From an optimization exercise on the open Yosys and OpenROAD flow, aimed at small area, a short achievable clock period and few clock cycles per item; shortcuts taken in it are not production practice. No activity file was given, so power comes from the tool's default toggle rates.

the baseline:
## booth
module booth (
    input  wire        clk  ,
    input  wire        rst_n,
    input  wire [15:0] x    ,
    input  wire [15:0] y    ,
    input  wire        start,
    output wire [31:0] z    ,
    output wire        busy
);
make LEC_CHECK=0 ABC_AREA=1 CAP_MARGIN=20 CORE_MARGIN=2 CORE_UTILIZATION=40 SLEW_MARGIN=20 SYNTH_HIERARCHICAL=1 SYNTH_MINIMUM_KEEP_SIZE=0 finish   # period 4.0 ns
run.sh (not shown) runs the stock make flow with config.mk's settings and CLKGATE_MAP_FILE= SYNTH_SCRIPT=/design/flow/synth_recipe.tcl, a recipe that flattens the netlist after the stock synthesis.
Input changes introduced in the candidate (baseline for comparison: the baseline):
--- a/flow/design.v
+++ b/flow/design.v
@@ -542,33 +542,30 @@
 mha us234 (.a(s232), .b(c228), .s(s234), .co(c235));
 wire s236, c237;
 mfa us236 (.a(pp6_16), .b(pp7_14), .c(pp6_15), .s(s236), .co(c237));
 wire s238, c239;
 mha us238 (.a(s236), .b(c233), .s(s238), .co(c239));
 wire s240 = ~pp7_15;
 wire s241, c242;
 mha us241 (.a(s240), .b(c237), .s(s241), .co(c242));
 wire s243, c244;
 mha us243 (.a(pp7_16), .b(pp7_15), .s(s243), .co(c244));
 wire s245 = ~c244;
-wire [10:0] lo = {s37, c24, s21, s15, s9, s5, c2, pp1_0, pp0_1, pp0_0} + {s39, s31, s23, s17, s11, s7, s3, s1, 1'b0, neg0};
-reg [10:0] qlo;
-reg [21:0] qa;
-reg [20:0] qb;
-wire [21:0] qbw = {1'b0, qb[20], qb[19], qb[18], qb[17], qb[16], qb[15], qb[14], qb[13], qb[12], qb[11], qb[10], qb[9], qb[8], qb[7], qb[6], qb[5], qb[4], qb[3], qb[2], qb[1], qb[0]};
-assign z = {qa + qbw + qlo[10], qlo[9:0]};
+reg [31:0] qa;
+reg [29:0] qb;
+wire [31:0] qbw = {1'b0, qb[29], qb[28], qb[27], qb[26], qb[25], qb[24], qb[23], qb[22], qb[21], qb[20], qb[19], qb[18], qb[17], qb[16], qb[15], qb[14], qb[13], qb[12], qb[11], qb[10], qb[9], qb[8], qb[7], qb[6], qb[5], qb[4], qb[3], qb[2], qb[1], 1'b0, qb[0]};
+assign z = qa + qbw;
 always @(posedge clk)
     if (start) begin
-        qlo <= lo;
-        qa <= {s245, c242, c239, c235, c230, c224, c217, c209, c200, c190, c179, c167, c154, c140, c126, c112, c98, c84, s81, c60, c50, s47};
-        qb <= {s243, s241, s238, s234, s229, s223, s216, s208, s199, s189, s178, s166, s153, s139, s125, s111, s97, s83, s71, s59, s49};
+        qa <= {s245, c242, c239, c235, c230, c224, c217, c209, c200, c190, c179, c167, c154, c140, c126, c112, c98, c84, s81, c60, c50, s47, s37, c24, s21, s15, s9, s5, c2, pp1_0, pp0_1, pp0_0};
+        qb <= {s243, s241, s238, s234, s229, s223, s216, s208, s199, s189, s178, s166, s153, s139, s125, s111, s97, s83, s71, s59, s49, s39, s31, s23, s17, s11, s7, s3, s1, neg0};
     end
 endmodule
 module mfa (input wire a, input wire b, input wire c, output wire s, output wire co);
 assign s  = a ^ b ^ c;
 assign co = (a & b) | (a & c) | (b & c);
 endmodule
 module mbs (input wire xj, input wire xm, input wire one, input wire two, input wire neg, output wire pp);
 assign pp = ((one & xj) | (two & xm)) ^ neg;
 endmodule
 module mbsn (input wire xj, input wire xm, input wire one, input wire two, input wire neg, output wire pp);
 assign pp = ~(((one & xj) | (two & xm)) ^ neg);
- The candidate went all the way through synthesis, placement and routing and the layout is clean on timing, DRC and antenna.
- Comparing the candidate and the baseline, the lower clock power is on the baseline.
- The baseline → the candidate: part of the power in registers -0.2 points, synthesized cell count +7.3%.
- In the metrics for the candidate and the baseline, the one carrying the lower power after layout is the baseline.
- Sequential cell count: the candidate vs the baseline up 8
- Across both runs, worst setup slack after layout was lower for the candidate than for the baseline.
- qb[10]$_DFFE_PP_ as the endpoint of the worst setup timing path was reported by the baseline, and qb[18]$_DFFE_PP_ by the candidate.
- Going from the baseline to the candidate, number of instances resized during post-cts repair saw a decrease, power share of the combinational group saw a decrease.
No run of this note included a check of the RTL's function; only the layout flow was run.

-- re-timing with driven ports --
The results above use ideal ports. As a check the final layouts listed here were re-extracted and re-timed, cells and wires unchanged.
Step 1 assumes that a clkbuf_16 drives the clock port and a buf_2 every other input.
Step 2 adds t to the input delays and takes it off the output delays; t is the mean of the earliest and latest rising clock arrival at the registers after step 1. Input paths then give back, and output paths get back, about the clock's delay inside the block.
Three values: ideal, step 1, step 2; two values: the first two.
run | t, ns | setup WS [ns] | hold slack, ns | clock arrival spread, ns | cell pins on the clock port's net
the baseline | 0.338 | 0.094 / 0.100 / -0.238 | 1.118 / 1.098 / 1.435 | 0.007 / 0.007 | 1
the candidate | 0.359 | 0.059 / 0.046 / -0.313 | 0.934 / 0.913 / 1.272 | 0.005 / 0.005 | 1
With both steps, setup timing fails in the baseline and the candidate, where it was met with ideal ports. The setup slack of the candidate, which loses most, moves by -0.013 ns with the drivers and by -0.372 ns with both steps.
